This is an optimization exercise on Yosys and OpenROAD, whose aim is small area and a short achievable clock period, not a production implementation.
In this exercise RTL edits were held to simulation tests only and were not proved equivalent to the original.
The clock input has no modelled driver; a real chip could not lean on it and would need a root buffer or a full tree.
Power figures rest on the tool's default switching activity, not on a simulated workload.

==> flow/design.v (excerpt) <==
module mini_cnn (
    input         clk,
    input         reset,
    input  [7:0]  pxl_in,
    input  [7:0]  k00, k01, k02,
    input  [7:0]  k10, k11, k12,
    input  [7:0]  k20, k21, k22,
    input  [15:0] w0, w1, w2, w3,
    input  [15:0] bias,
    output [15:0] pool_out,
    output [15:0] fc_out,
    output reg    out_valid
);
    reg [4:0] ph;       
    reg       full;     
    always @(posedge clk or posedge reset) begin
        if (reset) begin
            ph <= 5'd24;
            full <= 1'b0;
            out_valid <= 1'b0;
        end else begin
            ph <= (ph == 5'd24) ? 5'd0 : ph + 5'd1;
            if (ph == 5'd23) full <= 1'b1;
            out_valid <= full & ((ph == 5'd0) | (ph == 5'd12));
        end
    end
    reg [5:0] tsel;    
    reg [2:0] bsel;    
    always @(*) begin
        case (ph)
            5'd0: begin tsel = 6'b010000; bsel = 3'b010; end
            5'd1: begin tsel = 6'b010000; bsel = 3'b100; end
            5'd2: begin tsel = 6'b010000; bsel = 3'b001; end
            5'd3: begin tsel = 6'b010000; bsel = 3'b010; end
            5'd4: begin tsel = 6'b010000; bsel = 3'b100; end
            5'd5: begin tsel = 6'b100000; bsel = 3'b001; end
            5'd6: begin tsel = 6'b100000; bsel = 3'b010; end
            5'd7: begin tsel = 6'b100000; bsel = 3'b100; end
            5'd8: begin tsel = 6'b000000; bsel = 3'b000; end
            5'd9: begin tsel = 6'b000001; bsel = 3'b001; end
            5'd10: begin tsel = 6'b000001; bsel = 3'b010; end
            5'd11: begin tsel = 6'b000001; bsel = 3'b100; end
            5'd12: begin tsel = 6'b000010; bsel = 3'b001; end
            5'd13: begin tsel = 6'b000010; bsel = 3'b010; end
            5'd14: begin tsel = 6'b000010; bsel = 3'b100; end
            5'd15: begin tsel = 6'b000100; bsel = 3'b001; end
            5'd16: begin tsel = 6'b000100; bsel = 3'b010; end
  ...
For scale: about 1800 cells after synthesis, ~200 I/O pins, about 0.018 sq mm of cells after synthesis.
export LEC_CHECK = 0
export CAP_MARGIN = 50
export CORE_MARGIN = 2
export CORE_UTILIZATION = 65
export CTS_BUF_LIST = sky130_fd_sc_hd__clkbuf_8 sky130_fd_sc_hd__clkbuf_16
export CTS_CLUSTER_DIAMETER = 60
export CTS_CLUSTER_SIZE = 30
export SLEW_MARGIN = 70
export SYNTH_HIERARCHICAL = 1
export SYNTH_MINIMUM_KEEP_SIZE = 0
create_clock -name core_clock -period 13.0 [get_ports {clk}]
standard.sh (not shown) runs the stock make flow with config.mk's settings and CLKGATE_MAP_FILE= SYNTH_SCRIPT=/design/flow/synth_recipe.tcl, a recipe that flattens the netlist after the stock synthesis.
==> flow/flow/run.sh <==
#!/bin/bash
# The standard ORFS layout with these changes:
#  - port buffers are the smallest buffer (buf_1),
#  - clock tree synthesis with clkbuf_8 buffers, clusters of at most 16 sinks,
#    and without dummy loads,
#  - after clock tree synthesis the tree's root buffer is removed, so the clock
#    port drives the tree's first-level buffers directly (flow/noroot.tcl), and
#    if there are two of them, each is split in two, so that the port drives
#    four buffers, each driving the nearer half of the leaf buffers; these
#    first-level buffers are then clkbuf_16 (flow/split.tcl),
#  - the multiplier operand flops get drive strength 2 (flow/upsize.tcl),
#  - the output port buffers get drive strength 2 (flow/outbuf.tcl),
#  - the fast adders' majority gates are maj3_1 (flow/downsize.tcl).
# Each tool's output goes to its own log here.
set -uo pipefail
bash standard.sh synth > synth.log 2>&1 || exit 1
CTS="-sink_clustering_enable -repair_clock_nets -sink_clustering_size 16 -sink_clustering_max_diameter 60"
CTS="$CTS -buf_list {sky130_fd_sc_hd__clkbuf_8} -dont_use_dummy_load"
bash standard.sh "BUFFER_PORTS_ARGS=-buffer_cell sky130_fd_sc_hd__buf_1" \
  "CTS_ARGS=$CTS" "POST_CTS_TCL=$PWD/flow/post_cts.tcl" finish > layout.log 2>&1 || exit 1
==> flow/flow/downsize.tcl <==
# The fast adders' majority gates were modelled (gen/gen.py) as maj3_1; synthesis
# maps the one-gate module to maj3_2. Use maj3_1.
set n 0
foreach inst [[ord::get_db_block] getInsts] {
  if {[[$inst getMaster] getName] eq "sky130_fd_sc_hd__maj3_2"} {
    replace_cell [get_cells [$inst getName]] sky130_fd_sc_hd__maj3_1
    incr n
  }
}
puts "downsize: $n maj3_2 to maj3_1"
if {$n > 0} { detailed_placement; estimate_parasitics -placement }
==> flow/flow/post_cts.tcl <==
# Run after clock tree synthesis (ORFS POST_CTS_TCL hook).
set here [file dirname [info script]]
source $here/noroot.tcl
source $here/split.tcl
source $here/upsize.tcl
source $here/outbuf.tcl
source $here/downsize.tcl
==> flow/flow/upsize.tcl <==
set n 0
foreach c [get_cells -quiet {pa* ka* dsh* wd* grp_first*}] {
  if {[get_property [get_lib_cells -of_objects $c] name] eq "sky130_fd_sc_hd__dfxtp_1"} {
    replace_cell $c sky130_fd_sc_hd__dfxtp_2
    incr n
  }
}
puts "upsize: $n flops to dfxtp_2"
if {$n > 0} {
  detailed_placement
  estimate_parasitics -placement
}
Other scripts of this flow, unchanged in this note and not shown: flow/flow/noroot.tcl, flow/flow/outbuf.tcl, flow/flow/split.tcl
==> next run, changes <==
--- a/flow/flow/run.sh
+++ b/flow/flow/run.sh
@@ -11,4 +11,3 @@
 #  - the multiplier operand flops get drive strength 2 (flow/upsize.tcl),
-#  - the output port buffers get drive strength 2 (flow/outbuf.tcl),
-#  - the fast adders' majority gates are maj3_1 (flow/downsize.tcl).
+#  - the output port buffers get drive strength 2 (flow/outbuf.tcl).
 # Each tool's output goes to its own log here.
@@ -16,3 +15,3 @@
 bash standard.sh synth > synth.log 2>&1 || exit 1
-CTS="-sink_clustering_enable -repair_clock_nets -sink_clustering_size 16 -sink_clustering_max_diameter 60"
+CTS="-sink_clustering_enable -repair_clock_nets -sink_clustering_size 16 -sink_clustering_max_diameter 50"
 CTS="$CTS -buf_list {sky130_fd_sc_hd__clkbuf_8} -dont_use_dummy_load"
--- a/flow/flow/post_cts.tcl
+++ b/flow/flow/post_cts.tcl
@@ -6,2 +6 @@
 source $here/outbuf.tcl
-source $here/downsize.tcl
==> flow/flow/upsize.tcl (replaced) <==
set n 0
foreach c [get_cells -quiet {pa* ka*}] {
  if {[get_property [get_lib_cells -of_objects $c] name] eq "sky130_fd_sc_hd__dfxtp_1"} {
    replace_cell $c sky130_fd_sc_hd__dfxtp_2
    incr n
  }
}
puts "upsize: $n stage-A flops to dfxtp_2"
if {$n > 0} {
  detailed_placement
  estimate_parasitics -placement
}
removed: flow/flow/downsize.tcl
Result:
- The changed run completed without violations
- design area came out higher by about 0.8%
- hold slack stays flat
- fmax climbs by about 0.5%
- wire length climbs by 0.38%
- power rose by about 2.7%
- flip-flop and latch count does not change

## separate check: timing with driven ports
The results above use ideal ports. As a check the final layouts listed here were re-extracted and re-timed, cells and wires unchanged.
Step 1 (the two cells are an assumption about what drives the block):
set clk [get_ports {clk}]
set_driving_cell -lib_cell sky130_fd_sc_hd__clkbuf_16 $clk
set_driving_cell -lib_cell sky130_fd_sc_hd__buf_2 [delete_from_list [all_inputs] $clk]
Step 2 moves the port delays by t, midway between the first and last clock arrival at a register: inputs arrive t later, outputs are due t later. That takes back most of the time a late clock gives input paths.
Three values: ideal ports, drivers, drivers and shift; two values: the first two.
run	t, ns	slack for setup (ns)	hold WS [ns]	worst register clock-pin slew, ns	worst slew at a driven data input, ns
the first run	0.404	9.439 / 9.346 / 9.407	0.302 / 0.302 / 0.302	0.10 / 0.10	0.08
the second run	0.407	9.456 / 9.351 / 9.403	0.300 / 0.300 / 0.300	0.10 / 0.10	0.09
After both steps setup and hold are still met in every run listed. The setup slack of the second run, which loses most, moves by -0.105 ns with the drivers and by -0.053 ns with both steps.
